From an optimization exercise on the open Yosys and OpenROAD flow, aimed at small area; shortcuts taken in it are not production practice. The RTL was checked by simulation tests, not by an equivalence proof against the original design. No activity file was given, so power comes from the tool's default toggle rates.

==> flow/design.v <==
module Carry_Look_Ahead_64bit(
	input	wire	[63:0]	A, B,
	input	wire		Cin,
	output	wire	[63:0]	S,
	output	wire		Cout
);
	wire	p0;
	wire	g0;
	wire	cn1;
	wire	pn1;
	wire	gn1;
	wire	c2;
	wire	p2;
	wire	g2;
	wire	cn3;
	wire	pn3;
	wire	gn3;
	wire	c4;
	wire	Cx1;
	wire	Cy1;
	wire	pn4;
	wire	gn4;
	wire	c5;
	wire	pn5;
	wire	gn5;
	wire	h1_2;
	wire	pp1_2;
	wire	cn6;
	wire	p6;
	wire	g6;
	wire	hn1_3;
	wire	ppn1_3;
	wire	c7;
	wire	pn7;
	wire	gn7;
	wire	h1_4;
	wire	pp1_4;
	wire	bc1n;
	wire	Cx2;
	wire	Cy2;
	wire	pn8;
	wire	gn8;
	wire	c9;
	wire	pn9;
	wire	gn9;
	wire	h2_2;
	wire	pp2_2;
	wire	cn10;
	wire	p10;
	wire	g10;
	wire	hn2_3;
	wire	ppn2_3;
	wire	c11;
	wire	pn11;
	wire	gn11;
	wire	h2_4;
	wire	pp2_4;
	wire	cn12;
	wire	p12;
	wire	g12;
	wire	hn2_5;
	wire	ppn2_5;
	wire	bc2;
	wire	Cx3;
	wire	Cy3;
	wire	pn13;
	wire	gn13;
	wire	c14;
	wire	pn14;
	wire	gn14;
	wire	h3_2;
	wire	pp3_2;
	wire	cn15;
	wire	p15;
	wire	g15;
	wire	hn3_3;
	wire	ppn3_3;
	wire	c16;
	wire	pn16;
	wire	gn16;
	wire	h3_4;
	wire	pp3_4;
	wire	cn17;
	wire	p17;
	wire	g17;
	wire	hn3_5;
	wire	ppn3_5;
	wire	c18;
	wire	pn18;
	wire	gn18;
	wire	h3_6;
	wire	pp3_6;
	wire	bc3n;
	wire	Cx4;
	wire	Cy4;
	wire	pn19;
	wire	gn19;
	wire	c20;
	wire	pn20;
	wire	gn20;
	wire	h4_2;
	wire	pp4_2;
	wire	cn21;
	wire	p21;
	wire	g21;
	wire	hn4_3;
	wire	ppn4_3;
	wire	c22;
	wire	pn22;
	wire	gn22;
	wire	h4_4;
	wire	pp4_4;
	wire	cn23;
	wire	p23;
	wire	g23;
	wire	hn4_5;
	wire	ppn4_5;
	wire	c24;
	wire	pn24;
	wire	gn24;
	wire	h4_6;
	wire	pp4_6;
	wire	cn25;
	wire	p25;
	wire	g25;
	wire	hn4_7;
	wire	ppn4_7;
	wire	bc4;
	wire	Cx5;
	wire	Cy5;
	wire	pn26;
	wire	gn26;
	wire	c27;
	wire	pn27;
	wire	gn27;
	wire	h5_2;
	wire	pp5_2;
	wire	cn28;
	wire	p28;
	wire	g28;
	wire	hn5_3;
	wire	ppn5_3;
	wire	c29;
	wire	pn29;
	wire	gn29;
	wire	h5_4;
	wire	pp5_4;
	wire	cn30;
	wire	p30;
	wire	g30;
	wire	hn5_5;
	wire	ppn5_5;
	wire	c31;
	wire	pn31;
	wire	gn31;
	wire	h5_6;
	wire	pp5_6;
	wire	cn32;
	wire	p32;
	wire	g32;
	wire	hn5_7;
	wire	ppn5_7;
	wire	c33;
	wire	pn33;
	wire	gn33;
	wire	h5_8;
	wire	pp5_8;
	wire	bc5n;
	wire	Cx6;
	wire	Cy6;
	wire	pn34;
	wire	gn34;
	wire	c35;
	wire	pn35;
	wire	gn35;
	wire	h6_2;
	wire	pp6_2;
	wire	cn36;
	wire	p36;
	wire	g36;
	wire	hn6_3;
	wire	ppn6_3;
	wire	c37;
	wire	pn37;
	wire	gn37;
	wire	h6_4;
	wire	pp6_4;
	wire	cn38;
	wire	p38;
	wire	g38;
	wire	hn6_5;
	wire	ppn6_5;
	wire	c39;
	wire	pn39;
	wire	gn39;
	wire	h6_6;
	wire	pp6_6;
	wire	cn40;
	wire	p40;
	wire	g40;
	wire	hn6_7;
	wire	ppn6_7;
	wire	c41;
	wire	pn41;
	wire	gn41;
	wire	h6_8;
	wire	pp6_8;
	wire	cn42;
	wire	p42;
	wire	g42;
	wire	hn6_9;
	wire	ppn6_9;
	wire	bc6;
	wire	Cx7;
	wire	Cy7;
	wire	pn43;
	wire	gn43;
	wire	c44;
	wire	pn44;
	wire	gn44;
	wire	h7_2;
	wire	pp7_2;
	wire	cn45;
	wire	p45;
	wire	g45;
	wire	hn7_3;
	wire	ppn7_3;
	wire	c46;
	wire	pn46;
	wire	gn46;
	wire	h7_4;
	wire	pp7_4;
	wire	cn47;
	wire	p47;
	wire	g47;
	wire	hn7_5;
	wire	ppn7_5;
	wire	c48;
	wire	pn48;
	wire	gn48;
	wire	h7_6;
	wire	pp7_6;
	wire	cn49;
	wire	p49;
	wire	g49;
	wire	hn7_7;
	wire	ppn7_7;
	wire	c50;
	wire	pn50;
	wire	gn50;
	wire	h7_8;
	wire	pp7_8;
	wire	cn51;
	wire	p51;
	wire	g51;
	wire	hn7_9;
	wire	ppn7_9;
	wire	c52;
	wire	pn52;
	wire	gn52;
	wire	h7_10;
	wire	pp7_10;
	wire	bc7n;
	wire	Cx8;
	wire	Cy8;
	wire	pn53;
	wire	gn53;
	wire	c54;
	wire	pn54;
	wire	gn54;
	wire	h8_2;
	wire	pp8_2;
	wire	cn55;
	wire	p55;
	wire	g55;
	wire	hn8_3;
	wire	ppn8_3;
	wire	c56;
	wire	pn56;
	wire	gn56;
	wire	h8_4;
	wire	pp8_4;
	wire	cn57;
	wire	p57;
	wire	g57;
	wire	hn8_5;
	wire	ppn8_5;
	wire	c58;
	wire	pn58;
	wire	gn58;
	wire	h8_6;
	wire	pp8_6;
	wire	cn59;
	wire	p59;
	wire	g59;
	wire	hn8_7;
	wire	ppn8_7;
	wire	c60;
	wire	pn60;
	wire	gn60;
	wire	h8_8;
	wire	pp8_8;
	wire	cn61;
	wire	p61;
	wire	g61;
	wire	hn8_9;
	wire	ppn8_9;
	wire	c62;
	wire	pn62;
	wire	gn62;
	wire	h8_10;
	wire	pp8_10;
	wire	cn63;
	wire	p63;
	wire	g63;
	wire	hn8_11;
	wire	ppn8_11;
	wire	bc8;
	ha_pg u1(.a(A[0]), .b(B[0]), .p(p0), .g(g0));
	xor2 u2(.a(p0), .b(Cin), .y(S[0]));
	aoi21 u3(.a1(p0), .a2(Cin), .b1(g0), .y(cn1));
	xnor2 u4(.a(A[1]), .b(B[1]), .y(pn1));
	nand2 u5(.a(A[1]), .b(B[1]), .y(gn1));
	xor2 u6(.a(pn1), .b(cn1), .y(S[1]));
	oai21 u7(.a1(pn1), .a2(cn1), .b1(gn1), .y(c2));
	ha_pg u8(.a(A[2]), .b(B[2]), .p(p2), .g(g2));
	xor2 u9(.a(p2), .b(c2), .y(S[2]));
	aoi21 u10(.a1(p2), .a2(c2), .b1(g2), .y(cn3));
	xnor2 u11(.a(A[3]), .b(B[3]), .y(pn3));
	nand2 u12(.a(A[3]), .b(B[3]), .y(gn3));
	xor2 u13(.a(pn3), .b(cn3), .y(S[3]));
	oai21 u14(.a1(pn3), .a2(cn3), .b1(gn3), .y(c4));
	inv u15(.a(c4), .y(Cx1));
	inv u16(.a(Cx1), .y(Cy1));
	xnor2 u17(.a(A[4]), .b(B[4]), .y(pn4));
	nand2 u18(.a(A[4]), .b(B[4]), .y(gn4));
	xnor2 u19(.a(pn4), .b(Cy1), .y(S[4]));
	oai21 u20(.a1(pn4), .a2(Cx1), .b1(gn4), .y(c5));
	xnor2 u21(.a(A[5]), .b(B[5]), .y(pn5));
	nand2 u22(.a(A[5]), .b(B[5]), .y(gn5));
	xnor2 u23(.a(pn5), .b(c5), .y(S[5]));
	oai21 u24(.a1(pn5), .a2(gn4), .b1(gn5), .y(h1_2));
	nor2 u25(.a(pn4), .b(pn5), .y(pp1_2));
	aoi21 u26(.a1(pp1_2), .a2(Cy1), .b1(h1_2), .y(cn6));
	ha_pg u27(.a(A[6]), .b(B[6]), .p(p6), .g(g6));
	xnor2 u28(.a(p6), .b(cn6), .y(S[6]));
	aoi21 u29(.a1(p6), .a2(h1_2), .b1(g6), .y(hn1_3));
	nand2 u30(.a(pp1_2), .b(p6), .y(ppn1_3));
	oai21 u31(.a1(ppn1_3), .a2(Cx1), .b1(hn1_3), .y(c7));
	xnor2 u32(.a(A[7]), .b(B[7]), .y(pn7));
	nand2 u33(.a(A[7]), .b(B[7]), .y(gn7));
	xnor2 u34(.a(pn7), .b(c7), .y(S[7]));
	oai21 u35(.a1(pn7), .a2(hn1_3), .b1(gn7), .y(h1_4));
	nor2 u36(.a(ppn1_3), .b(pn7), .y(pp1_4));
	aoi21 u37(.a1(pp1_4), .a2(c4), .b1(h1_4), .y(bc1n));
	inv u38(.a(bc1n), .y(Cx2));
	inv u39(.a(Cx2), .y(Cy2));
	xnor2 u40(.a(A[8]), .b(B[8]), .y(pn8));
	nand2 u41(.a(A[8]), .b(B[8]), .y(gn8));
	xnor2 u42(.a(pn8), .b(Cx2), .y(S[8]));
	oai21 u43(.a1(pn8), .a2(Cy2), .b1(gn8), .y(c9));
	xnor2 u44(.a(A[9]), .b(B[9]), .y(pn9));
	nand2 u45(.a(A[9]), .b(B[9]), .y(gn9));
	xnor2 u46(.a(pn9), .b(c9), .y(S[9]));
	oai21 u47(.a1(pn9), .a2(gn8), .b1(gn9), .y(h2_2));
	nor2 u48(.a(pn8), .b(pn9), .y(pp2_2));
	aoi21 u49(.a1(pp2_2), .a2(Cx2), .b1(h2_2), .y(cn10));
	ha_pg u50(.a(A[10]), .b(B[10]), .p(p10), .g(g10));
	xnor2 u51(.a(p10), .b(cn10), .y(S[10]));
	aoi21 u52(.a1(p10), .a2(h2_2), .b1(g10), .y(hn2_3));
	nand2 u53(.a(pp2_2), .b(p10), .y(ppn2_3));
	oai21 u54(.a1(ppn2_3), .a2(Cy2), .b1(hn2_3), .y(c11));
	xnor2 u55(.a(A[11]), .b(B[11]), .y(pn11));
	nand2 u56(.a(A[11]), .b(B[11]), .y(gn11));
	xnor2 u57(.a(pn11), .b(c11), .y(S[11]));
	oai21 u58(.a1(pn11), .a2(hn2_3), .b1(gn11), .y(h2_4));
	nor2 u59(.a(ppn2_3), .b(pn11), .y(pp2_4));
	aoi21 u60(.a1(pp2_4), .a2(Cx2), .b1(h2_4), .y(cn12));
	ha_pg u61(.a(A[12]), .b(B[12]), .p(p12), .g(g12));
	xnor2 u62(.a(p12), .b(cn12), .y(S[12]));
	aoi21 u63(.a1(p12), .a2(h2_4), .b1(g12), .y(hn2_5));
	nand2 u64(.a(pp2_4), .b(p12), .y(ppn2_5));
	oai21 u65(.a1(ppn2_5), .a2(bc1n), .b1(hn2_5), .y(bc2));
	inv u66(.a(bc2), .y(Cx3));
	inv u67(.a(Cx3), .y(Cy3));
	xnor2 u68(.a(A[13]), .b(B[13]), .y(pn13));
	nand2 u69(.a(A[13]), .b(B[13]), .y(gn13));
	xnor2 u70(.a(pn13), .b(Cy3), .y(S[13]));
	oai21 u71(.a1(pn13), .a2(Cx3), .b1(gn13), .y(c14));
	xnor2 u72(.a(A[14]), .b(B[14]), .y(pn14));
	nand2 u73(.a(A[14]), .b(B[14]), .y(gn14));
	xnor2 u74(.a(pn14), .b(c14), .y(S[14]));
	oai21 u75(.a1(pn14), .a2(gn13), .b1(gn14), .y(h3_2));
	nor2 u76(.a(pn13), .b(pn14), .y(pp3_2));
	aoi21 u77(.a1(pp3_2), .a2(Cy3), .b1(h3_2), .y(cn15));
	ha_pg u78(.a(A[15]), .b(B[15]), .p(p15), .g(g15));
	xnor2 u79(.a(p15), .b(cn15), .y(S[15]));
	aoi21 u80(.a1(p15), .a2(h3_2), .b1(g15), .y(hn3_3));
	nand2 u81(.a(pp3_2), .b(p15), .y(ppn3_3));
	oai21 u82(.a1(ppn3_3), .a2(Cx3), .b1(hn3_3), .y(c16));
	xnor2 u83(.a(A[16]), .b(B[16]), .y(pn16));
	nand2 u84(.a(A[16]), .b(B[16]), .y(gn16));
	xnor2 u85(.a(pn16), .b(c16), .y(S[16]));
	oai21 u86(.a1(pn16), .a2(hn3_3), .b1(gn16), .y(h3_4));
	nor2 u87(.a(ppn3_3), .b(pn16), .y(pp3_4));
	aoi21 u88(.a1(pp3_4), .a2(Cy3), .b1(h3_4), .y(cn17));
	ha_pg u89(.a(A[17]), .b(B[17]), .p(p17), .g(g17));
	xnor2 u90(.a(p17), .b(cn17), .y(S[17]));
	aoi21 u91(.a1(p17), .a2(h3_4), .b1(g17), .y(hn3_5));
	nand2 u92(.a(pp3_4), .b(p17), .y(ppn3_5));
	oai21 u93(.a1(ppn3_5), .a2(Cx3), .b1(hn3_5), .y(c18));
	xnor2 u94(.a(A[18]), .b(B[18]), .y(pn18));
	nand2 u95(.a(A[18]), .b(B[18]), .y(gn18));
	xnor2 u96(.a(pn18), .b(c18), .y(S[18]));
	oai21 u97(.a1(pn18), .a2(hn3_5), .b1(gn18), .y(h3_6));
	nor2 u98(.a(ppn3_5), .b(pn18), .y(pp3_6));
	aoi21 u99(.a1(pp3_6), .a2(bc2), .b1(h3_6), .y(bc3n));
	inv u100(.a(bc3n), .y(Cx4));
	inv u101(.a(Cx4), .y(Cy4));
	xnor2 u102(.a(A[19]), .b(B[19]), .y(pn19));
	nand2 u103(.a(A[19]), .b(B[19]), .y(gn19));
	xnor2 u104(.a(pn19), .b(Cx4), .y(S[19]));
	oai21 u105(.a1(pn19), .a2(Cy4), .b1(gn19), .y(c20));
	xnor2 u106(.a(A[20]), .b(B[20]), .y(pn20));
	nand2 u107(.a(A[20]), .b(B[20]), .y(gn20));
	xnor2 u108(.a(pn20), .b(c20), .y(S[20]));
	oai21 u109(.a1(pn20), .a2(gn19), .b1(gn20), .y(h4_2));
	nor2 u110(.a(pn19), .b(pn20), .y(pp4_2));
	aoi21 u111(.a1(pp4_2), .a2(Cx4), .b1(h4_2), .y(cn21));
	ha_pg u112(.a(A[21]), .b(B[21]), .p(p21), .g(g21));
	xnor2 u113(.a(p21), .b(cn21), .y(S[21]));
	aoi21 u114(.a1(p21), .a2(h4_2), .b1(g21), .y(hn4_3));
	nand2 u115(.a(pp4_2), .b(p21), .y(ppn4_3));
	oai21 u116(.a1(ppn4_3), .a2(Cy4), .b1(hn4_3), .y(c22));
	xnor2 u117(.a(A[22]), .b(B[22]), .y(pn22));
	nand2 u118(.a(A[22]), .b(B[22]), .y(gn22));
	xnor2 u119(.a(pn22), .b(c22), .y(S[22]));
	oai21 u120(.a1(pn22), .a2(hn4_3), .b1(gn22), .y(h4_4));
	nor2 u121(.a(ppn4_3), .b(pn22), .y(pp4_4));
	aoi21 u122(.a1(pp4_4), .a2(Cx4), .b1(h4_4), .y(cn23));
	ha_pg u123(.a(A[23]), .b(B[23]), .p(p23), .g(g23));
	xnor2 u124(.a(p23), .b(cn23), .y(S[23]));
	aoi21 u125(.a1(p23), .a2(h4_4), .b1(g23), .y(hn4_5));
	nand2 u126(.a(pp4_4), .b(p23), .y(ppn4_5));
	oai21 u127(.a1(ppn4_5), .a2(Cy4), .b1(hn4_5), .y(c24));
	xnor2 u128(.a(A[24]), .b(B[24]), .y(pn24));
	nand2 u129(.a(A[24]), .b(B[24]), .y(gn24));
	xnor2 u130(.a(pn24), .b(c24), .y(S[24]));
	oai21 u131(.a1(pn24), .a2(hn4_5), .b1(gn24), .y(h4_6));
	nor2 u132(.a(ppn4_5), .b(pn24), .y(pp4_6));
	aoi21 u133(.a1(pp4_6), .a2(Cx4), .b1(h4_6), .y(cn25));
	ha_pg u134(.a(A[25]), .b(B[25]), .p(p25), .g(g25));
	xnor2 u135(.a(p25), .b(cn25), .y(S[25]));
	aoi21 u136(.a1(p25), .a2(h4_6), .b1(g25), .y(hn4_7));
	nand2 u137(.a(pp4_6), .b(p25), .y(ppn4_7));
	oai21 u138(.a1(ppn4_7), .a2(bc3n), .b1(hn4_7), .y(bc4));
	inv u139(.a(bc4), .y(Cx5));
	inv u140(.a(Cx5), .y(Cy5));
	xnor2 u141(.a(A[26]), .b(B[26]), .y(pn26));
	nand2 u142(.a(A[26]), .b(B[26]), .y(gn26));
	xnor2 u143(.a(pn26), .b(Cy5), .y(S[26]));
	oai21 u144(.a1(pn26), .a2(Cx5), .b1(gn26), .y(c27));
	xnor2 u145(.a(A[27]), .b(B[27]), .y(pn27));
	nand2 u146(.a(A[27]), .b(B[27]), .y(gn27));
	xnor2 u147(.a(pn27), .b(c27), .y(S[27]));
	oai21 u148(.a1(pn27), .a2(gn26), .b1(gn27), .y(h5_2));
	nor2 u149(.a(pn26), .b(pn27), .y(pp5_2));
	aoi21 u150(.a1(pp5_2), .a2(Cy5), .b1(h5_2), .y(cn28));
	ha_pg u151(.a(A[28]), .b(B[28]), .p(p28), .g(g28));
	xnor2 u152(.a(p28), .b(cn28), .y(S[28]));
	aoi21 u153(.a1(p28), .a2(h5_2), .b1(g28), .y(hn5_3));
	nand2 u154(.a(pp5_2), .b(p28), .y(ppn5_3));
	oai21 u155(.a1(ppn5_3), .a2(Cx5), .b1(hn5_3), .y(c29));
	xnor2 u156(.a(A[29]), .b(B[29]), .y(pn29));
	nand2 u157(.a(A[29]), .b(B[29]), .y(gn29));
	xnor2 u158(.a(pn29), .b(c29), .y(S[29]));
	oai21 u159(.a1(pn29), .a2(hn5_3), .b1(gn29), .y(h5_4));
	nor2 u160(.a(ppn5_3), .b(pn29), .y(pp5_4));
	aoi21 u161(.a1(pp5_4), .a2(Cy5), .b1(h5_4), .y(cn30));
	ha_pg u162(.a(A[30]), .b(B[30]), .p(p30), .g(g30));
	xnor2 u163(.a(p30), .b(cn30), .y(S[30]));
	aoi21 u164(.a1(p30), .a2(h5_4), .b1(g30), .y(hn5_5));
	nand2 u165(.a(pp5_4), .b(p30), .y(ppn5_5));
	oai21 u166(.a1(ppn5_5), .a2(Cx5), .b1(hn5_5), .y(c31));
	xnor2 u167(.a(A[31]), .b(B[31]), .y(pn31));
	nand2 u168(.a(A[31]), .b(B[31]), .y(gn31));
	xnor2 u169(.a(pn31), .b(c31), .y(S[31]));
	oai21 u170(.a1(pn31), .a2(hn5_5), .b1(gn31), .y(h5_6));
	nor2 u171(.a(ppn5_5), .b(pn31), .y(pp5_6));
	aoi21 u172(.a1(pp5_6), .a2(Cy5), .b1(h5_6), .y(cn32));
	ha_pg u173(.a(A[32]), .b(B[32]), .p(p32), .g(g32));
	xnor2 u174(.a(p32), .b(cn32), .y(S[32]));
	aoi21 u175(.a1(p32), .a2(h5_6), .b1(g32), .y(hn5_7));
	nand2 u176(.a(pp5_6), .b(p32), .y(ppn5_7));
	oai21 u177(.a1(ppn5_7), .a2(Cx5), .b1(hn5_7), .y(c33));
	xnor2 u178(.a(A[33]), .b(B[33]), .y(pn33));
	nand2 u179(.a(A[33]), .b(B[33]), .y(gn33));
	xnor2 u180(.a(pn33), .b(c33), .y(S[33]));
	oai21 u181(.a1(pn33), .a2(hn5_7), .b1(gn33), .y(h5_8));
	nor2 u182(.a(ppn5_7), .b(pn33), .y(pp5_8));
	aoi21 u183(.a1(pp5_8), .a2(bc4), .b1(h5_8), .y(bc5n));
	inv u184(.a(bc5n), .y(Cx6));
	inv u185(.a(Cx6), .y(Cy6));
	xnor2 u186(.a(A[34]), .b(B[34]), .y(pn34));
	nand2 u187(.a(A[34]), .b(B[34]), .y(gn34));
	xnor2 u188(.a(pn34), .b(Cx6), .y(S[34]));
	oai21 u189(.a1(pn34), .a2(Cy6), .b1(gn34), .y(c35));
	xnor2 u190(.a(A[35]), .b(B[35]), .y(pn35));
	nand2 u191(.a(A[35]), .b(B[35]), .y(gn35));
	xnor2 u192(.a(pn35), .b(c35), .y(S[35]));
	oai21 u193(.a1(pn35), .a2(gn34), .b1(gn35), .y(h6_2));
	nor2 u194(.a(pn34), .b(pn35), .y(pp6_2));
	aoi21 u195(.a1(pp6_2), .a2(Cx6), .b1(h6_2), .y(cn36));
	ha_pg u196(.a(A[36]), .b(B[36]), .p(p36), .g(g36));
	xnor2 u197(.a(p36), .b(cn36), .y(S[36]));
	aoi21 u198(.a1(p36), .a2(h6_2), .b1(g36), .y(hn6_3));
	nand2 u199(.a(pp6_2), .b(p36), .y(ppn6_3));
	oai21 u200(.a1(ppn6_3), .a2(Cy6), .b1(hn6_3), .y(c37));
	xnor2 u201(.a(A[37]), .b(B[37]), .y(pn37));
	nand2 u202(.a(A[37]), .b(B[37]), .y(gn37));
	xnor2 u203(.a(pn37), .b(c37), .y(S[37]));
	oai21 u204(.a1(pn37), .a2(hn6_3), .b1(gn37), .y(h6_4));
	nor2 u205(.a(ppn6_3), .b(pn37), .y(pp6_4));
	aoi21 u206(.a1(pp6_4), .a2(Cx6), .b1(h6_4), .y(cn38));
	ha_pg u207(.a(A[38]), .b(B[38]), .p(p38), .g(g38));
	xnor2 u208(.a(p38), .b(cn38), .y(S[38]));
	aoi21 u209(.a1(p38), .a2(h6_4), .b1(g38), .y(hn6_5));
	nand2 u210(.a(pp6_4), .b(p38), .y(ppn6_5));
	oai21 u211(.a1(ppn6_5), .a2(Cy6), .b1(hn6_5), .y(c39));
	xnor2 u212(.a(A[39]), .b(B[39]), .y(pn39));
	nand2 u213(.a(A[39]), .b(B[39]), .y(gn39));
	xnor2 u214(.a(pn39), .b(c39), .y(S[39]));
	oai21 u215(.a1(pn39), .a2(hn6_5), .b1(gn39), .y(h6_6));
	nor2 u216(.a(ppn6_5), .b(pn39), .y(pp6_6));
	aoi21 u217(.a1(pp6_6), .a2(Cx6), .b1(h6_6), .y(cn40));
	ha_pg u218(.a(A[40]), .b(B[40]), .p(p40), .g(g40));
	xnor2 u219(.a(p40), .b(cn40), .y(S[40]));
	aoi21 u220(.a1(p40), .a2(h6_6), .b1(g40), .y(hn6_7));
	nand2 u221(.a(pp6_6), .b(p40), .y(ppn6_7));
	oai21 u222(.a1(ppn6_7), .a2(Cy6), .b1(hn6_7), .y(c41));
	xnor2 u223(.a(A[41]), .b(B[41]), .y(pn41));
	nand2 u224(.a(A[41]), .b(B[41]), .y(gn41));
	xnor2 u225(.a(pn41), .b(c41), .y(S[41]));
	oai21 u226(.a1(pn41), .a2(hn6_7), .b1(gn41), .y(h6_8));
	nor2 u227(.a(ppn6_7), .b(pn41), .y(pp6_8));
	aoi21 u228(.a1(pp6_8), .a2(Cx6), .b1(h6_8), .y(cn42));
	ha_pg u229(.a(A[42]), .b(B[42]), .p(p42), .g(g42));
	xnor2 u230(.a(p42), .b(cn42), .y(S[42]));
	aoi21 u231(.a1(p42), .a2(h6_8), .b1(g42), .y(hn6_9));
	nand2 u232(.a(pp6_8), .b(p42), .y(ppn6_9));
	oai21 u233(.a1(ppn6_9), .a2(bc5n), .b1(hn6_9), .y(bc6));
	inv u234(.a(bc6), .y(Cx7));
	inv u235(.a(Cx7), .y(Cy7));
	xnor2 u236(.a(A[43]), .b(B[43]), .y(pn43));
	nand2 u237(.a(A[43]), .b(B[43]), .y(gn43));
	xnor2 u238(.a(pn43), .b(Cy7), .y(S[43]));
	oai21 u239(.a1(pn43), .a2(Cx7), .b1(gn43), .y(c44));
	xnor2 u240(.a(A[44]), .b(B[44]), .y(pn44));
	nand2 u241(.a(A[44]), .b(B[44]), .y(gn44));
	xnor2 u242(.a(pn44), .b(c44), .y(S[44]));
	oai21 u243(.a1(pn44), .a2(gn43), .b1(gn44), .y(h7_2));
	nor2 u244(.a(pn43), .b(pn44), .y(pp7_2));
	aoi21 u245(.a1(pp7_2), .a2(Cy7), .b1(h7_2), .y(cn45));
	ha_pg u246(.a(A[45]), .b(B[45]), .p(p45), .g(g45));
	xnor2 u247(.a(p45), .b(cn45), .y(S[45]));
	aoi21 u248(.a1(p45), .a2(h7_2), .b1(g45), .y(hn7_3));
	nand2 u249(.a(pp7_2), .b(p45), .y(ppn7_3));
	oai21 u250(.a1(ppn7_3), .a2(Cx7), .b1(hn7_3), .y(c46));
	xnor2 u251(.a(A[46]), .b(B[46]), .y(pn46));
	nand2 u252(.a(A[46]), .b(B[46]), .y(gn46));
	xnor2 u253(.a(pn46), .b(c46), .y(S[46]));
	oai21 u254(.a1(pn46), .a2(hn7_3), .b1(gn46), .y(h7_4));
	nor2 u255(.a(ppn7_3), .b(pn46), .y(pp7_4));
	aoi21 u256(.a1(pp7_4), .a2(Cy7), .b1(h7_4), .y(cn47));
	ha_pg u257(.a(A[47]), .b(B[47]), .p(p47), .g(g47));
	xnor2 u258(.a(p47), .b(cn47), .y(S[47]));
	aoi21 u259(.a1(p47), .a2(h7_4), .b1(g47), .y(hn7_5));
	nand2 u260(.a(pp7_4), .b(p47), .y(ppn7_5));
	oai21 u261(.a1(ppn7_5), .a2(Cx7), .b1(hn7_5), .y(c48));
	xnor2 u262(.a(A[48]), .b(B[48]), .y(pn48));
	nand2 u263(.a(A[48]), .b(B[48]), .y(gn48));
	xnor2 u264(.a(pn48), .b(c48), .y(S[48]));
	oai21 u265(.a1(pn48), .a2(hn7_5), .b1(gn48), .y(h7_6));
	nor2 u266(.a(ppn7_5), .b(pn48), .y(pp7_6));
	aoi21 u267(.a1(pp7_6), .a2(Cy7), .b1(h7_6), .y(cn49));
	ha_pg u268(.a(A[49]), .b(B[49]), .p(p49), .g(g49));
	xnor2 u269(.a(p49), .b(cn49), .y(S[49]));
	aoi21 u270(.a1(p49), .a2(h7_6), .b1(g49), .y(hn7_7));
	nand2 u271(.a(pp7_6), .b(p49), .y(ppn7_7));
	oai21 u272(.a1(ppn7_7), .a2(Cx7), .b1(hn7_7), .y(c50));
	xnor2 u273(.a(A[50]), .b(B[50]), .y(pn50));
	nand2 u274(.a(A[50]), .b(B[50]), .y(gn50));
	xnor2 u275(.a(pn50), .b(c50), .y(S[50]));
	oai21 u276(.a1(pn50), .a2(hn7_7), .b1(gn50), .y(h7_8));
	nor2 u277(.a(ppn7_7), .b(pn50), .y(pp7_8));
	aoi21 u278(.a1(pp7_8), .a2(Cy7), .b1(h7_8), .y(cn51));
	ha_pg u279(.a(A[51]), .b(B[51]), .p(p51), .g(g51));
	xnor2 u280(.a(p51), .b(cn51), .y(S[51]));
	aoi21 u281(.a1(p51), .a2(h7_8), .b1(g51), .y(hn7_9));
	nand2 u282(.a(pp7_8), .b(p51), .y(ppn7_9));
	oai21 u283(.a1(ppn7_9), .a2(Cx7), .b1(hn7_9), .y(c52));
	xnor2 u284(.a(A[52]), .b(B[52]), .y(pn52));
	nand2 u285(.a(A[52]), .b(B[52]), .y(gn52));
	xnor2 u286(.a(pn52), .b(c52), .y(S[52]));
	oai21 u287(.a1(pn52), .a2(hn7_9), .b1(gn52), .y(h7_10));
	nor2 u288(.a(ppn7_9), .b(pn52), .y(pp7_10));
	aoi21 u289(.a1(pp7_10), .a2(bc6), .b1(h7_10), .y(bc7n));
	inv u290(.a(bc7n), .y(Cx8));
	inv u291(.a(Cx8), .y(Cy8));
	xnor2 u292(.a(A[53]), .b(B[53]), .y(pn53));
	nand2 u293(.a(A[53]), .b(B[53]), .y(gn53));
	xnor2 u294(.a(pn53), .b(Cx8), .y(S[53]));
	oai21 u295(.a1(pn53), .a2(Cy8), .b1(gn53), .y(c54));
	xnor2 u296(.a(A[54]), .b(B[54]), .y(pn54));
	nand2 u297(.a(A[54]), .b(B[54]), .y(gn54));
	xnor2 u298(.a(pn54), .b(c54), .y(S[54]));
	oai21 u299(.a1(pn54), .a2(gn53), .b1(gn54), .y(h8_2));
	nor2 u300(.a(pn53), .b(pn54), .y(pp8_2));
	aoi21 u301(.a1(pp8_2), .a2(Cx8), .b1(h8_2), .y(cn55));
	ha_pg u302(.a(A[55]), .b(B[55]), .p(p55), .g(g55));
	xnor2 u303(.a(p55), .b(cn55), .y(S[55]));
	aoi21 u304(.a1(p55), .a2(h8_2), .b1(g55), .y(hn8_3));
	nand2 u305(.a(pp8_2), .b(p55), .y(ppn8_3));
	oai21 u306(.a1(ppn8_3), .a2(Cy8), .b1(hn8_3), .y(c56));
	xnor2 u307(.a(A[56]), .b(B[56]), .y(pn56));
	nand2 u308(.a(A[56]), .b(B[56]), .y(gn56));
	xnor2 u309(.a(pn56), .b(c56), .y(S[56]));
	oai21 u310(.a1(pn56), .a2(hn8_3), .b1(gn56), .y(h8_4));
	nor2 u311(.a(ppn8_3), .b(pn56), .y(pp8_4));
	aoi21 u312(.a1(pp8_4), .a2(Cx8), .b1(h8_4), .y(cn57));
	ha_pg u313(.a(A[57]), .b(B[57]), .p(p57), .g(g57));
	xnor2 u314(.a(p57), .b(cn57), .y(S[57]));
	aoi21 u315(.a1(p57), .a2(h8_4), .b1(g57), .y(hn8_5));
	nand2 u316(.a(pp8_4), .b(p57), .y(ppn8_5));
	oai21 u317(.a1(ppn8_5), .a2(Cy8), .b1(hn8_5), .y(c58));
	xnor2 u318(.a(A[58]), .b(B[58]), .y(pn58));
	nand2 u319(.a(A[58]), .b(B[58]), .y(gn58));
	xnor2 u320(.a(pn58), .b(c58), .y(S[58]));
	oai21 u321(.a1(pn58), .a2(hn8_5), .b1(gn58), .y(h8_6));
	nor2 u322(.a(ppn8_5), .b(pn58), .y(pp8_6));
	aoi21 u323(.a1(pp8_6), .a2(Cx8), .b1(h8_6), .y(cn59));
	ha_pg u324(.a(A[59]), .b(B[59]), .p(p59), .g(g59));
	xnor2 u325(.a(p59), .b(cn59), .y(S[59]));
	aoi21 u326(.a1(p59), .a2(h8_6), .b1(g59), .y(hn8_7));
	nand2 u327(.a(pp8_6), .b(p59), .y(ppn8_7));
	oai21 u328(.a1(ppn8_7), .a2(Cy8), .b1(hn8_7), .y(c60));
	xnor2 u329(.a(A[60]), .b(B[60]), .y(pn60));
	nand2 u330(.a(A[60]), .b(B[60]), .y(gn60));
	xnor2 u331(.a(pn60), .b(c60), .y(S[60]));
	oai21 u332(.a1(pn60), .a2(hn8_7), .b1(gn60), .y(h8_8));
	nor2 u333(.a(ppn8_7), .b(pn60), .y(pp8_8));
	aoi21 u334(.a1(pp8_8), .a2(Cx8), .b1(h8_8), .y(cn61));
	ha_pg u335(.a(A[61]), .b(B[61]), .p(p61), .g(g61));
	xnor2 u336(.a(p61), .b(cn61), .y(S[61]));
	aoi21 u337(.a1(p61), .a2(h8_8), .b1(g61), .y(hn8_9));
	nand2 u338(.a(pp8_8), .b(p61), .y(ppn8_9));
	oai21 u339(.a1(ppn8_9), .a2(Cy8), .b1(hn8_9), .y(c62));
	xnor2 u340(.a(A[62]), .b(B[62]), .y(pn62));
	nand2 u341(.a(A[62]), .b(B[62]), .y(gn62));
	xnor2 u342(.a(pn62), .b(c62), .y(S[62]));
	oai21 u343(.a1(pn62), .a2(hn8_9), .b1(gn62), .y(h8_10));
	nor2 u344(.a(ppn8_9), .b(pn62), .y(pp8_10));
	aoi21 u345(.a1(pp8_10), .a2(Cx8), .b1(h8_10), .y(cn63));
	ha_pg u346(.a(A[63]), .b(B[63]), .p(p63), .g(g63));
	xnor2 u347(.a(p63), .b(cn63), .y(S[63]));
	aoi21 u348(.a1(p63), .a2(h8_10), .b1(g63), .y(hn8_11));
	nand2 u349(.a(pp8_10), .b(p63), .y(ppn8_11));
	oai21 u350(.a1(ppn8_11), .a2(bc7n), .b1(hn8_11), .y(bc8));
	assign Cout = bc8;
endmodule
module ha_pg(input wire a, input wire b, output wire p, output wire g);
	assign p = a ^ b;
	assign g = a & b;
endmodule
module xor2(input wire a, input wire b, output wire y);
	assign y = a ^ b;
endmodule
module xnor2(input wire a, input wire b, output wire y);
	assign y = ~(a ^ b);
endmodule
module nand2(input wire a, input wire b, output wire y);
	assign y = ~(a & b);
endmodule
module nor2(input wire a, input wire b, output wire y);
	assign y = ~(a | b);
endmodule
module inv(input wire a, output wire y);
	assign y = ~a;
endmodule
module aoi21(input wire a1, input wire a2, input wire b1, output wire y);
	assign y = ~(a1 & a2 | b1);
endmodule
module oai21(input wire a1, input wire a2, input wire b1, output wire y);
	assign y = ~((a1 | a2) & b1);
endmodule
module cla64_reg(
	input	wire		clk,
	input	wire	[63:0]	A,
	input	wire	[63:0]	B,
	input	wire		Cin,
	output	reg	[63:0]	S,
	output	reg		Cout
);
	wire	[64:0]	sum;
	reg	[64:0]	sum_r;
Carry_Look_Ahead_64bit u_add(.A(A), .B(B), .Cin(Cin), .S(sum[63:0]), .Cout(sum[64]));
always @(posedge clk) begin
	sum_r <= sum;
	{Cout, S} <= sum_r;
end
endmodule
==> flow/flow/run.sh <==
#!/bin/bash
# Standard ORFS layout (the standard.sh) with three changes that only
# affect how the layout is built:
#  - port buffers use the smallest buffer cell,
#  - the clock tree uses small clock buffers and no dummy loads,
#  - after global routing, cells on paths with slack are downsized
#    (ORFS's power recovery step).
set -euo pipefail
export BUFFER_PORTS_ARGS="-buffer_cell sky130_fd_sc_hd__buf_1"
export CTS_ARGS="-sink_clustering_enable -repair_clock_nets -buf_list sky130_fd_sc_hd__clkbuf_4 -sink_clustering_size 16 -dont_use_dummy_load"
export RECOVER_POWER=100
bash standard.sh > flow_make.log 2>&1
==> flow/standard.sh <==
#!/bin/bash
# synth_recipe.tcl (not shown) runs the flow's synth.tcl, then flattens the netlist and writes it again
# the make line also repeats each setting of config.mk as NAME=value (left out here)
make -C /OpenROAD-flow-scripts/flow DESIGN_CONFIG=/design/flow/config.mk WORK_HOME=/design/flow/orfs CLKGATE_MAP_FILE= SYNTH_SCRIPT=/design/flow/synth_recipe.tcl "${@:-finish}"
==> flow/config.mk <==
export PLATFORM = sky130hd
export DESIGN_NAME = cla64_reg
export DESIGN_NICKNAME = cla64_reg
export VERILOG_FILES = /design/flow/design.v
export SDC_FILE = /design/flow/constraint.sdc
export NUM_CORES = 4
export LEC_CHECK = 0
export ABC_CLOCK_PERIOD_IN_PS = 3000
export CAP_MARGIN = 20
export CORE_MARGIN = 2
export CORE_UTILIZATION = 60
export GPL_TIMING_DRIVEN = 0
export SLEW_MARGIN = 20
export SYNTH_HIERARCHICAL = 1
export SYNTH_MINIMUM_KEEP_SIZE = 0
==> flow/constraint.sdc <==
create_clock -name core_clock -period 3.0 [get_ports {clk}]
set_input_delay 0.6000 -clock core_clock [delete_from_list [all_inputs] [get_ports {clk}]]
set_output_delay 0.6000 -clock core_clock [all_outputs]
set_load 0.01 [all_outputs]
==> results of run 1 <==
-- per-stage QoR --
stage	area (um^2)	util	power [mW]	cells	TNS, ns
finish	5922	0.7280	3.798	796	0
global route	5922	0.7280	4.046	796	0
CTS	5993	0.7368	3.880	796	0
detailed placement	5862	0.7207	3.156	779	-9.016
global placement	5862	0.7207	3.116	779	-7.513
floorplan	5002	-	2.831	480	0
-- flip-flops by register name, summed over array words and instances, names as in the netlist --
register  cells
S            64
sum_r        65
Cout          1
-- synth_stat cells --
cell type	n	area, um^2
o21ai_1	62	310.3
a21oi_2	54	473.0
ha_1	26	325.3
nand2_1	62	232.7
dfxtp_1	130	2603
xor2_1	4	35.03
nor2_1	28	105.1
inv_1	16	60.06
xnor2_1	98	858.3
-- power by group --
part | leakage (nW) | internal (mW) | switching [mW] | total [mW]
combinational | 1.07 | 0.362 | 0.512 | 0.874
clock | 0.0782 | 0.259 | 0.459 | 0.718
sequential | 1.10 | 2.12 | 0.0846 | 2.21
-- Yosys stat by module (local to each module, per instance), a selection --
module,cells inside,area (um^2)
inv,1,3.754
cla64_reg,130,2602
oai21,1,5.005
nand2,1,3.754
nor2,1,3.754
xor2,1,8.758
ha_pg,1,12.51
-- cells by family after synthesis --
group                      Yosys count  synth area share
xor gates and xnor gates           102            0.1786
adders and majority gates           26           0.06503
DFF                                130            0.5203
buffers and inverters               16           0.01201
AOI/OAI and AO/OA                  116            0.1566
and+or+nand+nor                     90           0.06753
-- how the worst max path moves through the flow --
stage | cells past startpoint | slack (ns) | to
detailed placement | 17 | -0.54 | sum_r[62]
floorplan | 16 | 0.09 | sum_r[54]
CTS | 17 | 0.06 | sum_r[62]
global route | 17 | 0.05 | sum_r[60]
global placement | 17 | -0.47 | sum_r[56]
finish | 17 | 0.26 | sum_r[60]
-- critical path, cell delays in order --
cell,delay [ns]
buf_1,0.08
ha_1,0.33
a21oi_2,0.19
o21ai_1,0.13
a21oi_2,0.19
o21ai_2,0.10
a21oi_2,0.20
o21ai_2,0.11
a21oi_2,0.16
o21ai_2,0.09
a21oi_2,0.19
o21ai_2,0.10
a21oi_2,0.15
inv_2,0.11
inv_2,0.11
o21ai_0,0.11
xnor2_1,0.13
-- layout make-up --
type	instances	area, um^2
Clock buffer	17	127.6
Fill cell	658	2212
Inverter	16	60.06
Timing Repair Buffer	194	728.2
Sequential cell	130	2603
Multi-Input combinational cell	334	2272
Tap cell	105	131.4
-- per-layer routing --
| metal | GRT usage | part of all wire | routed length, um | vias to the layer above |
|---|---|---|---|---|
| met5 | 0 | 0 | 0 | - |
| met1 | 0.2003 | 0.38 | 3405 | 1656 |
| met2 | 0.3650 | 0.51 | 4610 | 135 |
| li1 | - | - | - | 2009 |
| met4 | 0.07850 | 0.010 | 92 | 0 |
| met3 | 0.1036 | 0.10 | 915 | 8 |
-- what timing repair did --
action / in CTS / in global routing
endpoints found under the hold margin: 0 / 0
endpoints found under the setup margin: 2 / 10
gates resized for setup: 1 / 4
==> summary.txt, run 1 <==
outcome - complete, no violations
Synth cell types - 9
Initial DRT Pass Iterations - 4
Layout Skew - 0.01781 ns
Area Overhead vs Synth - 18.38%
Setup Buffers After CTS - 0
Root Buffer - clkbuf_4
Worst Max-Slew Pin Slew - 0.3645 ns
leakage - 2.241 nW
Clock Pin Slew Worst Setup and Hold Paths - 0.08 ns
Final #Nets - 849
HP Start - sum_r[29]
Crit. End Element - flip-flop
Post-Syn Nets - 636
Req. time, crit path - 3.35 ns
Final Max Tran Viols - 0
Synth Register Bits - 130
Place WS - -0.5396 ns
CORE AREA - 0.008134 mm^2
Clock Latency Late Sink - 0.49 ns
wire length per cell - 11.34 um
Tot GR Track Use - 0.2043
CTS Buf Count - 17
ANT nets after route - 0
diodes inserted - 0
Slew HR - 0.7552
startpoint types - input port
RePlAce Congestion - 0.7724
fin crit share - 0.9135
initial drt markers - 63
reg2reg path depth - 0
Setup CP Type - in -> reg
# setup viols final - 0
most frequent cells in the layout - 194 x buf_1, 130 x dfxtp_1, 98 x xnor2_1
unrepaired setup endpoints after global routing - no
yosys synthesis warning count - 7
Cells after Synth - 480
CP Data Arrival Time - 3.09 ns
largest net degree at the start of global routing - 17
vias in the first global route - 3575
Period minus WS final - 2.741 ns
share of post-route cells with drive strength above 1 - 0.07959
maxcap violations - 0
Cell Rows - 33
setup ws final - 0.2594 ns
f_max - 364.9 MHz
Hold Crit Class - reg -> reg
Hold WS - 0.3110 ns
final hold violation count - 0
Crit Path Max Fanout - 7
CTS tree - built
Worst R2R Start - sum_r[36]
Starting Density - 0.6150
total number of vias - 3808
first-pass GRT wire length - 14150 um
Hold Crit Depth - 0
R2R setup slack - 2.60 ns
Worst setup startpoint - A[0]
clk sinks - 130
Chip Height - 95.31 um
hold path endpoint - S[29]
# port buffers - 194
Post-Route WL - 9025 um
RR Endpoint - S[36]
Post-CTS Hold Buffers - 0
VDD IR max - 0.0002416 V
Cell Area, Synth - 0.005002 mm^2
sequential fraction of the synthesis area - 0.5203
initial antenna violation count - 0
# IOs - 195
HPWL Detailed - 7619 um
vias per cell - 4.784
H-tree levels - 4
die area - 0.009084 mm^2
commonest non-fill, non-tap cell in the layout - buf_1
# DRC - 0
gr ovfl total - 0
Syn Area/Cell - 10.42 um^2
PD cells - 641.3 mW/mm^2
Die Wd - 95.31 um
CTS max path bufs - 2
==> inputs of run 2 (changes only) <==
--- a/flow/flow/run.sh
+++ b/flow/flow/run.sh
@@ -7,6 +7,6 @@
 #    (ORFS's power recovery step).
 set -euo pipefail
 export BUFFER_PORTS_ARGS="-buffer_cell sky130_fd_sc_hd__buf_1"
-export CTS_ARGS="-sink_clustering_enable -repair_clock_nets -buf_list sky130_fd_sc_hd__clkbuf_4 -sink_clustering_size 16 -dont_use_dummy_load"
+export CTS_ARGS="-sink_clustering_enable -repair_clock_nets -buf_list sky130_fd_sc_hd__clkbuf_4 -dont_use_dummy_load"
 export RECOVER_POWER=100
 bash standard.sh > flow_make.log 2>&1
==> summary.txt, run 2 <==
Post-Syn Nets - 636 (unchanged)
Post-CTS Hold Buffers - 0 (unchanged)
CTS Buf Count - 17 (unchanged)
clk sinks - 130 (unchanged)
Clock Latency Late Sink - 0.49 ns (about the same)
# port buffers - 194 (unchanged)
synth top area cells - dfxtp_1 52%, xnor2_1 17%, a21oi_2 9.5%
yosys synthesis warning count - 7 (unchanged)
Synth cell types - 9 (unchanged)
Root Buffer - clkbuf_4
Starting Density - 0.6150 (unchanged)
Hold Crit Depth - 0 (unchanged)
startpoint types - input port
Finished Layout Cells - 796 (unchanged)
RePlAce Congestion - 0.7724 (unchanged)
final hold violation count - 0 (unchanged)
die area - 0.009084 mm^2 (unchanged)
Place WS - -0.5396 ns (unchanged)
Req. time, crit path - 3.35 ns (about the same)
leakage - 2.241 nW (unchanged)
Synth Register Bits - 130 (unchanged)
share of post-route cells with drive strength above 1 - 0.07959 (unchanged)
Worst Max-Slew Pin Slew - 0.3645 ns (unchanged)
Final Max Tran Viols - 0 (unchanged)
Worst R2R Start - sum_r[36]
outcome - complete, no violations
vias per cell - 4.784 (unchanged)
largest net degree at the start of global routing - 17 (unchanged)
vias in the first global route - 3575 (unchanged)
Area Overhead vs Synth - 18.38% (unchanged)
Crit. End Element - flip-flop
gr ovfl total - 0 (unchanged)
R2R setup slack - 2.60 ns (about the same)
first-pass GRT wire length - 14150 um (unchanged)
Slew HR - 0.7552 (unchanged)
commonest non-fill, non-tap cell in the layout - buf_1
CTS max path bufs - 2 (unchanged)
maxcap violations - 0 (unchanged)
Layout Skew - 0.01781 ns (unchanged)
number of synthesized flops with an enable pin - 0 (unchanged)
reg2reg path depth - 0 (unchanged)
Chip Height - 95.31 um (unchanged)
wire length per cell - 11.34 um (unchanged)
Setup Buffers After CTS - 0 (unchanged)
f_max - 364.9 MHz (unchanged)
total number of vias - 3808 (unchanged)
initial antenna violation count - 0 (unchanged)
PD cells - 641.3 mW/mm^2 (unchanged)
CP Data Arrival Time - 3.09 ns (about the same)
placed cells - 779 (unchanged)
max reg flops - 65 (unchanged)
CORE AREA - 0.008134 mm^2 (unchanged)
initial drt markers - 63 (unchanged)
Hold WS - 0.3110 ns (unchanged)
CTS tree - built
Final #Nets - 849 (unchanged)
fin crit share - 0.9135 (unchanged)
Setup CP Type - in -> reg
Period minus WS final - 2.741 ns (unchanged)
Cells after Synth - 480 (unchanged)
Final Cell Area - 0.005922 mm^2 (unchanged)
setup ws final - 0.2594 ns (unchanged)
sequential fraction of the synthesis area - 0.5203 (unchanged)
H-tree levels - 4 (unchanged)
Cell Rows - 33 (unchanged)
unrepaired setup endpoints after global routing - no
Yosys top cell area share - 0.5203 (unchanged)
HPWL Detailed - 7619 um (unchanged)
count leader, synth - dfxtp_1
Most used DFF post-synth - dfxtp_1
Post-Route WL - 9025 um (unchanged)
biggest area consumer among synthesized cells - dfxtp_1
# DRC - 0 (unchanged)
RR Endpoint - S[36]
Cell Area, Synth - 0.005002 mm^2 (unchanged)
Tot GR Track Use - 0.2043 (unchanged)
ANT nets after route - 0 (unchanged)
# setup viols final - 0 (unchanged)
Clock Pin Slew Worst Setup and Hold Paths - 0.08 ns (about the same)
hold path endpoint - S[29]
HP Start - sum_r[29]
most frequent cells in the layout - 194 x buf_1, 130 x dfxtp_1, 98 x xnor2_1
PostCTS Resize Cnt - 1 (unchanged)
diodes inserted - 0 (unchanged)
Syn Area/Cell - 10.42 um^2 (unchanged)
# IOs - 195 (unchanged)
fraction of registers with async set/reset - 0 (unchanged)
Hold Crit Class - reg -> reg
DP Area - 0.005862 mm^2 (unchanged)
Die Wd - 95.31 um (unchanged)
Top reg by flops - sum_r
Initial DRT Pass Iterations - 4 (unchanged)
most common library cells after synthesis - 130 x dfxtp_1, 98 x xnor2_1, 62 x nand2_1, 62 x o21ai_1, 54 x a21oi_2
VDD IR max - 0.0002416 V (unchanged)
Crit Path Max Fanout - 7 (unchanged)
[run 2: cell counts after synthesis]
No cell type changed its count.
[run 2: kinds of logic after synthesis]
group	synth area share
flops	0.5203
simple gates	0.06753
compound gates	0.1566
fa+ha+maj	0.06503
buf+inv	0.01201
xor+xnor	0.1786
[run 2: critical path, stage by stage]
cell     delay (ns)
buf_1          0.08
ha_1           0.33
a21oi_2        0.19
o21ai_1        0.13
a21oi_2        0.19
o21ai_2        0.10
a21oi_2        0.20
o21ai_2        0.11
a21oi_2        0.16
o21ai_2        0.09
a21oi_2        0.19
o21ai_2        0.10
a21oi_2        0.15
inv_2          0.11
inv_2          0.11
o21ai_0        0.11
xnor2_1        0.13
[run 2: stage by stage]
stage                       util  TNS (ns)  power, mW
after floorplan                -         0      2.831
after global placement    0.7207    -7.513      3.116
after detailed placement  0.7207    -9.016      3.156
after CTS                 0.7368         0      3.880
after global routing      0.7280         0      4.046
final                     0.7280         0      3.798
[run 2: area by class of cell]
type | instances | area [um^2]
Clock buffer | 17 | 127.6
Fill cell | 658 | 2212
Tap cell | 105 | 131.4
Inverter | 16 | 60.06
Multi-Input combinational cell | 334 | 2272
Timing Repair Buffer | 194 | 728.2
Sequential cell | 130 | 2603
[run 2: worst max path at each step]
| stage | from | slack, ns | end | cells after the start |
|---|---|---|---|---|
| after CTS | A[0] | 0.06 | sum_r[62] | 17 |
| after global routing | A[0] | 0.05 | sum_r[60] | 17 |
| after floorplan | A[0] | 0.09 | sum_r[54] | 16 |
| after global placement | A[0] | -0.47 | sum_r[56] | 17 |
| final | A[0] | 0.26 | sum_r[60] | 17 |
| after detailed placement | A[0] | -0.54 | sum_r[62] | 17 |
[run 2: modules after synthesis, one instance, submodules excluded, excerpt]
module / cell area [um^2] / cells / flip-flops and latches
xnor2: 8.758 / 1 / 0
cla64_reg: 2602 / 130 / 130
nor2: 3.754 / 1 / 0
ha_pg: 12.51 / 1 / 0
inv: 3.754 / 1 / 0
aoi21: 8.758 / 1 / 0
oai21: 5.005 / 1 / 0
nand2: 3.754 / 1 / 0
xor2: 8.758 / 1 / 0
[run 2: per-layer routing]
metal	global-route usage	share of wire
met4	0.07850	0.010
met3	0.1036	0.10
met1	0.2003	0.38
met5	0	0
met2	0.3650	0.51
[run 2: power breakdown]
part | internal (mW) | total (mW) | switching, mW
combinational | 0.362 | 0.874 | 0.512
sequential | 2.12 | 2.21 | 0.0846
clock | 0.259 | 0.718 | 0.459
==> inputs of run 3 (changes only) <==
==> flow/flow/run.sh (replaced) <==
#!/bin/bash
# Standard ORFS layout (the standard.sh) with changes that only affect
# how the layout is built:
#  - after floorplanning, every combinational cell is swapped for the
#    smallest cell of its family (downsize.tcl); the flow's timing repair
#    then sizes up only the cells that need it,
#  - port buffers use the smallest buffer cell,
#  - the clock tree uses small clock buffers and no dummy loads,
#  - after global routing, cells on paths with slack are downsized
#    (ORFS's power recovery step).
set -euo pipefail
export BUFFER_PORTS_ARGS="-buffer_cell sky130_fd_sc_hd__buf_1"
export CTS_ARGS="-sink_clustering_enable -repair_clock_nets -buf_list sky130_fd_sc_hd__clkbuf_8 -sink_clustering_size 30 -sink_clustering_max_diameter 200 -dont_use_dummy_load"
export RECOVER_POWER=100
here=$(pwd)
bash standard.sh floorplan > flow_make_floorplan.log 2>&1
res=$here/orfs/results/$FLOW_PLATFORM/cla64_reg/base
cp $res/2_floorplan.odb $res/2_floorplan_synth_sizes.odb
ODB_IN=$res/2_floorplan_synth_sizes.odb ODB_OUT=$res/2_floorplan.odb \
  openroad -no_init -exit flow/downsize.tcl > downsize.log 2>&1
bash standard.sh > flow_make.log 2>&1
==> flow/flow/downsize.tcl (new file) <==
# Swap every combinational cell of the synthesized netlist for the smallest
# cell of its family (same function, lower drive strength), so that later
# timing repair sizes up only the cells that need it.
# usage: openroad -exit downsize.tcl   (env ODB_IN, ODB_OUT)
read_db $::env(ODB_IN)
set db [ord::get_db]
set block [ord::get_db_block]
array set best {}
foreach lib [$db getLibs] {
  foreach m [$lib getMasters] {
    set n [$m getName]
    if {![regexp {^(sky130_fd_sc_hd__[a-z0-9]+)_([0-9]+)$} $n -> base drive]} { continue }
    set a [expr {[$m getWidth] * [$m getHeight]}]
    if {![info exists best($base)] || $a < [lindex $best($base) 1]} {
      set best($base) [list $m $a]
    }
  }
}
set n 0
foreach inst [$block getInsts] {
  set m [$inst getMaster]
  set name [$m getName]
  if {![regexp {^(sky130_fd_sc_hd__[a-z0-9]+)_([0-9]+)$} $name -> base drive]} { continue }
  if {[string match "*df*" $base] || [string match "*clk*" $base] || [string match "*tap*" $base]} { continue }
  set a [expr {[$m getWidth] * [$m getHeight]}]
  set b $best($base)
  if {[lindex $b 1] < $a} {
    $inst swapMaster [lindex $b 0]
    incr n
  }
}
puts "downsize: swapped $n instances"
write_db $::env(ODB_OUT)
==> summary.txt, run 3 <==
Cell Rows - 33 (unchanged)
Slew HR - 0.7521 (-0.003139)
Yosys top cell area share - 0.5203 (unchanged)
largest net degree at the start of global routing - 17 (unchanged)
H-tree levels - 4 (unchanged)
Layout Skew - 0.01604 ns (-0.001771 ns)
switch share - 0.2685 (-0.009558)
synth top area cells - dfxtp_1 52%, xnor2_1 17%, a21oi_2 9.5%
setup ws final - 0.1713 ns (-0.08810 ns)
count leader, synth - dfxtp_1
# setup viols final - 0 (unchanged)
Die Wd - 95.31 um (unchanged)
reg2reg path depth - 0 (unchanged)
VDD IR max - 0.0003651 V (+51%)
Seq pwr share - 0.542 (-0.039)
Tot GR Track Use - 0.2036 (-0.0006720)
Crit Path Max Fanout - 7 (unchanged)
CTS tree - built
Root Buffer - clkbuf_8
share of post-route cells with drive strength above 1 - 0.04748 (-0.03211)
number of synthesized flops with an enable pin - 0 (unchanged)
maxcap violations - 0 (unchanged)
Top reg by flops - sum_r
RePlAce Congestion - 0.8064 (+4.4%)
Clock Latency Late Sink - 0.41 ns (-0.08 ns)
Starting Density - 0.6150 (unchanged)
Final Max Tran Viols - 0 (unchanged)
fin crit share - 0.9429 (+0.02937)
yosys synthesis warning count - 7 (unchanged)
Req. time, crit path - 3.30 ns (-0.05 ns)
vias in the first global route - 3448 (-3.6%)
Post-Syn Nets - 636 (unchanged)
Period minus WS final - 2.829 ns (+0.08810 ns)
max reg flops - 65 (unchanged)
Clock Pin Slew Worst Setup and Hold Paths - 0.07 ns (about the same)
Psw - 1.094 mW (+3.6%)
most frequent cells in the layout - 194 x buf_1, 130 x dfxtp_1, 98 x xnor2_1
Crit. End Element - flip-flop
Area Overhead vs Synth - 19.21%
fraction of registers with async set/reset - 0 (unchanged)
outcome - complete, no violations
CORE AREA - 0.008134 mm^2 (unchanged)
# DRC - 0 (unchanged)
initial drt markers - 66 (+4.8%)
Post-CTS Hold Buffers - 0 (unchanged)
Final Core Density - 0.7331 (+0.005076)
Cells after Synth - 480 (unchanged)
Worst Max-Slew Pin Slew - 0.3692 ns (+0.004675 ns)
Chip Height - 95.31 um (unchanged)
PD cells - 683.4 mW/mm^2 (+6.6%)
die area - 0.009084 mm^2 (unchanged)
commonest non-fill, non-tap cell in the layout - buf_1
startpoint types - input port
HPWL Detailed - 7472 um (-1.9%)
Hold Crit Class - reg -> reg
Initial DRT Pass Iterations - 6 (+2)
Synth Register Bits - 130 (unchanged)
Syn Area/Cell - 10.42 um^2 (unchanged)
Cell Area, Synth - 0.005002 mm^2 (unchanged)
sequential fraction of the synthesis area - 0.5203 (unchanged)
Synth cell types - 9 (unchanged)
Final #Nets - 853 (+0.47%)
most common library cells after synthesis - 130 x dfxtp_1, 98 x xnor2_1, 62 x nand2_1, 62 x o21ai_1, 54 x a21oi_2
CP Data Arrival Time - 3.13 ns (+0.04 ns)
Post-Route WL - 9264 um (+2.6%)
f_max - 353.5 MHz (-3.1%)
ANT nets after route - 0 (unchanged)
# IOs - 195 (unchanged)
vias per cell - 4.828 (+0.91%)
final hold violation count - 0 (unchanged)
# port buffers - 194 (unchanged)
CTS Buf Count - 17 (unchanged)
Most used DFF post-synth - dfxtp_1
biggest area consumer among synthesized cells - dfxtp_1
Setup CP Type - in -> reg
Final Cell Area - 0.005963 mm^2 (+0.70%)
Internal Power - 2.981 mW (+8.7%)
clk sinks - 130 (unchanged)
Comb pwr share - 0.212 (-0.018)
total number of vias - 3862 (+1.4%)
setup_tns - 0 ns (unchanged)
initial antenna violation count - 0 (unchanged)
Clk pwr share - 0.246 (+0.057)
CTS max path bufs - 2 (unchanged)
# fillers - 634 (-3.6%)
Place WS - -0.6354 ns (-0.09579 ns)
leakage - 2.292 nW (+2.3%)
gr ovfl total - 0 (unchanged)
Hold Crit Depth - 0 (unchanged)
diodes inserted - 0 (unchanged)
wire length per cell - 11.58 um (+2.1%)
first-pass GRT wire length - 13930 um (-1.6%)
DP Area - 0.005659 mm^2 (-3.5%)
-- run 3: cell counts after synthesis --
Identical to the previous run, type by type.
-- run 3: per-module statistics from Yosys, one instance, submodules excluded, a selection --
module | copies in the design | area (um^2)
aoi21 | 54 | 8.758
cla64_reg | 1 | 2602
ha_pg | 26 | 12.51
nand2 | 62 | 3.754
nor2 | 28 | 3.754
xnor2 | 98 | 8.758
-- run 3: timing repair --
action	4_1_cts	5_1_grt
endpoints found under the setup margin	14	25
hold endpoints to repair	0	0
setup buffers	0	4
resized for setup	4	8
pin swaps	0	6
-- run 3: layout make-up --
| type | instances | area, um^2 | share of cell area |
|---|---|---|---|
| Tap cell | 105 | 131.4 | 0.02203 |
| Clock buffer | 17 | 234.0 | 0.03924 |
| Multi-Input combinational cell | 334 | 2175 | 0.3647 |
| Sequential cell | 130 | 2603 | 0.4364 |
| Timing Repair Buffer | 198 | 758.2 | 0.1272 |
| Inverter | 16 | 62.56 | 0.01049 |
-- run 3: worst max-delay path, stage by stage --
cell and delay (ns):
buf_1 0.08, ha_1 0.33, a21oi_2 0.15, o21ai_1 0.14, a21oi_2 0.21, o21ai_2 0.10, a21oi_2 0.20, o21ai_2 0.10
a21oi_2 0.18, o21ai_2 0.10, a21oi_2 0.19, o21ai_2 0.11, a21oi_2 0.18, inv_2 0.11, inv_4 0.10, o21ai_1 0.09
xnor2_1 0.14
-- run 3: per-layer routing --
| metal | GRT usage | routed length (um) | vias to the layer above |
|---|---|---|---|
| li1 | - | - | 2018 |
| met1 | 0.1988 | 3592 | 1697 |
| met2 | 0.3621 | 4652 | 135 |
| met3 | 0.08538 | 897 | 12 |
| met4 | 0.1111 | 122 | 0 |
| met5 | 0 | 0 | - |
-- run 3: stage by stage --
stage	total power, mW	hold WS, ns	std cells
4_1_cts	4.104	0.3139	796
6_report	4.075	0.3097	800
5_1_grt	4.314	0.3072	800
2_1_floorplan	2.831	0.3096	480
3_5_place_dp	3.095	0.3121	779
3_3_place_gp	3.061	0.3099	779
-- run 3: power by group through the flow --
stage               Clock [mW]  Combinational [mW]  Sequential, mW
floorplan                    0               0.489            2.34
global placement             0               0.826            2.24
detailed placement           0               0.845            2.25
CTS                       1.04               0.853            2.21
global route              1.11               0.963            2.25
finish                    1.00               0.865            2.21
-- run 3: worst paths after layout --
kind	startpoint	endpoint	slack, ns
worst min register to register	sum_r[26]	S[26]	0.31
worst max-delay path	A[0]	sum_r[54]	0.17
worst max register to register	sum_r[63]	S[63]	2.58
worst min-delay path	sum_r[26]	S[26]	0.31
-- run 3: cell families after synthesis --
family,Yosys count,share of synthesized area
DFF,130,0.5203
AOI/OAI and AO/OA,116,0.1566
xor gates and xnor gates,102,0.1786
and+or+nand+nor,90,0.06753
adders and majority gates,26,0.06503
buffers and inverters,16,0.01201
==> inputs of run 4 (changes only) <==
--- a/flow/flow/run.sh
+++ b/flow/flow/run.sh
@@ -10,7 +10,7 @@
 #    (ORFS's power recovery step).
 set -euo pipefail
 export BUFFER_PORTS_ARGS="-buffer_cell sky130_fd_sc_hd__buf_1"
-export CTS_ARGS="-sink_clustering_enable -repair_clock_nets -buf_list sky130_fd_sc_hd__clkbuf_8 -sink_clustering_size 30 -sink_clustering_max_diameter 200 -dont_use_dummy_load"
+export CTS_ARGS="-sink_clustering_enable -repair_clock_nets -buf_list sky130_fd_sc_hd__clkbuf_16 -sink_clustering_size 60 -sink_clustering_max_diameter 300 -dont_use_dummy_load"
 export RECOVER_POWER=100
 here=$(pwd)
 bash standard.sh floorplan > flow_make_floorplan.log 2>&1
==> summary.txt, run 4 <==
diodes inserted - 0 (unchanged)
Hold WS - 0.3126 ns (+0.002907 ns)
Setup CP Type - in -> reg
Die Wd - 95.31 um (unchanged)
Post-Route WL - 9537 um (+2.9%)
# IOs - 195 (unchanged)
Top reg by flops - sum_r
count leader, synth - dfxtp_1
CTS Buf Count - 17 (unchanged)
CP Data Arrival Time - 3.15 ns (+0.02 ns)
yosys synthesis warning count - 7 (unchanged)
Hold Crit Depth - 0 (unchanged)
Period minus WS final - 2.873 ns (+0.04438 ns)
Crit. End Element - flip-flop
Synth cell types - 9 (unchanged)
vias in the first global route - 3588 (+4.1%)
Comb pwr share - 0.188 (-0.024)
Post-CTS Hold Buffers - 0 (unchanged)
Final Max Tran Viols - 0 (unchanged)
Synth Register Bits - 130 (unchanged)
Internal Power - 3.463 mW (+16%)
DP Area - 0.005659 mm^2 (unchanged)
# port buffers - 194 (unchanged)
gr ovfl total - 0 (unchanged)
Hold Crit Class - reg -> reg
VDD IR max - 0.0004407 V (+21%)
switch share - 0.2518 (-0.01676)
Clock Latency Late Sink - 0.39 ns (-0.02 ns)
startpoint types - input port
ANT nets after route - 0 (unchanged)
vias per cell - 4.859 (+0.65%)
f_max - 348.1 MHz (-1.5%)
total number of vias - 3887 (+0.65%)
leakage - 2.380 nW (+3.8%)
Post-Syn Nets - 636 (unchanged)
HPWL Detailed - 7472 um (unchanged)
Root Buffer - clkbuf_16
first-pass GRT wire length - 14790 um (+6.2%)
largest net degree at the start of global routing - 17 (unchanged)
max reg flops - 65 (unchanged)
number of synthesized flops with an enable pin - 0 (unchanged)
H-tree levels - 4 (unchanged)
Crit Path Max Fanout - 7 (unchanged)
Final Cell Area - 0.006158 mm^2 (+3.3%)
Clk pwr share - 0.333 (+0.087)
initial antenna violation count - 0 (unchanged)
Initial DRT Pass Iterations - 4 (-2)
# fillers - 604 (-4.7%)
CORE AREA - 0.008134 mm^2 (unchanged)
# setup viols final - 0 (unchanged)
most frequent cells in the layout - 194 x buf_1, 130 x dfxtp_1, 98 x xnor2_1
die area - 0.009084 mm^2 (unchanged)
sequential fraction of the synthesis area - 0.5203 (unchanged)
# DRC - 0 (unchanged)
Most used DFF post-synth - dfxtp_1
Area Overhead vs Synth - 23.11%
maxcap violations - 0 (unchanged)
PD cells - 751.6 mW/mm^2 (+10%)
final hold violation count - 0 (unchanged)
Cell Area, Synth - 0.005002 mm^2 (unchanged)
Clock Pin Slew Worst Setup and Hold Paths - 0.05 ns (-0.02 ns)
wire length per cell - 11.92 um (+2.9%)
reg2reg path depth - 0 (unchanged)
Seq pwr share - 0.479 (-0.063)
share of post-route cells with drive strength above 1 - 0.05036 (+0.002878)
Slew HR - 0.7181 (-0.03398)
Psw - 1.165 mW (+6.5%)
Req. time, crit path - 3.27 ns (-0.03 ns)
RePlAce Congestion - 0.8064 (unchanged)
fraction of registers with async set/reset - 0 (unchanged)
biggest area consumer among synthesized cells - dfxtp_1
clk sinks - 130 (unchanged)
initial drt markers - 98 (+48%)
CTS max path bufs - 2 (unchanged)
synth top area cells - dfxtp_1 52%, xnor2_1 17%, a21oi_2 9.5%
Worst Max-Slew Pin Slew - 0.4198 ns (+0.05060 ns)
CTS tree - built
Cell Rows - 33 (unchanged)
outcome - complete, no violations
commonest non-fill, non-tap cell in the layout - buf_1
Starting Density - 0.6150 (unchanged)
most common library cells after synthesis - 130 x dfxtp_1, 98 x xnor2_1, 62 x nand2_1, 62 x o21ai_1, 54 x a21oi_2
Yosys top cell area share - 0.5203 (unchanged)
Tot GR Track Use - 0.2144 (+0.01079)
Cells after Synth - 480 (unchanged)
Chip Height - 95.31 um (unchanged)
Final #Nets - 853 (unchanged)
fin crit share - 0.9577 (+0.01479)
Layout Skew - 0.01541 ns (-0.0006236 ns)
Syn Area/Cell - 10.42 um^2 (unchanged)
[run 4: worst max-delay path, cell delays in order]
cell and delay [ns]:
buf_1 0.07, ha_1 0.32, a21oi_2 0.20, o21ai_2 0.11, a21oi_2 0.20, o21ai_2 0.10
a21oi_2 0.21, o21ai_2 0.10, a21oi_2 0.18, o21ai_2 0.10, a21oi_2 0.19, o21ai_2 0.12
a21oi_2 0.19, inv_2 0.12, inv_4 0.10, o21ai_1 0.09, xnor2_1 0.14
[run 4: cell families after synthesis]
family	Yosys count	synth area share
AND/OR/NAND/NOR	90	0.06753
flip-flops	130	0.5203
XOR/XNOR	102	0.1786
buffers and inverters	16	0.01201
AO/OA/AOI/OAI	116	0.1566
adder cells (fa/ha/maj)	26	0.06503
[run 4: final timing paths]
| check | start | endpoint | slack, ns |
|---|---|---|---|
| worst max-delay path | B[0] | sum_r[54] | 0.13 |
| worst min-delay path | sum_r[26] | S[26] | 0.31 |
| worst max register to register | sum_r[41] | S[41] | 2.59 |
| worst min register to register | sum_r[26] | S[26] | 0.31 |
[run 4: stage by stage]
stage | setup WS (ns) | TNS (ns) | std cells | util | total power [mW]
4_1_cts | 0.04077 | 0 | 796 | 0.7503 | 4.665
3_5_place_dp | -0.6354 | -11.23 | 779 | 0.6957 | 3.095
5_1_grt | -0.04976 | -0.2199 | 800 | 0.7571 | 4.885
6_report | 0.1269 | 0 | 800 | 0.7571 | 4.629
3_3_place_gp | -0.6287 | -11.02 | 779 | 0.6957 | 3.061
2_1_floorplan | 0.09350 | 0 | 480 | - | 2.831
[run 4: metal layers]
metal  track usage  part of all wire  wire length (um)  vias up
met5             0                 0                 0        -
met4       0.08092             0.013               124        0
met3       0.09881             0.085               814       13
met2        0.3914              0.51              4853      130
met1        0.2100              0.39              3745     1724
li1              -                 -                 -     2020
[run 4: area by class of cell]
cell class,instances,area [um^2],area share
sequential,130,2603,0.4226
multi-input combinational,334,2178,0.3537
timing repair buffer,198,758.2,0.1231
clock buffer,17,425.4,0.06908
tap,105,131.4,0.02133
inverter,16,62.56,0.01016
[run 4: timing repair]
action,in CTS,in global routing
pin swaps,0,7
gates cloned,0,0
resized for setup,6,8
setup endpoints to repair,14,26
setup buffers,0,4
[run 4: per-module statistics from Yosys (local to each module, per instance), a selection]
| module | cell area (um^2) | flops+latches | cells inside |
|---|---|---|---|
| cla64_reg | 2602 | 130 | 130 |
| ha_pg | 12.51 | 0 | 1 |
| aoi21 | 8.758 | 0 | 1 |
| xnor2 | 8.758 | 0 | 1 |
| xor2 | 8.758 | 0 | 1 |
| oai21 | 5.005 | 0 | 1 |
| inv | 3.754 | 0 | 1 |
| nand2 | 3.754 | 0 | 1 |
| nor2 | 3.754 | 0 | 1 |
[run 4: power by group through the flow]
stage / logic (mW) / clock network (mW) / registers (mW)
CTS: 0.859 / 1.58 / 2.22
floorplan: 0.489 / 0 / 2.34
global placement: 0.826 / 0 / 2.24
detailed placement: 0.845 / 0 / 2.25
global route: 0.967 / 1.66 / 2.25
finish: 0.869 / 1.54 / 2.22

Check on run 4: ideal ports give 0.127 ns setup slack; a clkbuf_16 on the clock port and buf_2 on the inputs give 0.141 ns; moving port delays by the midpoint clock arrival (0.420 ns) as well gives -0.280 ns.
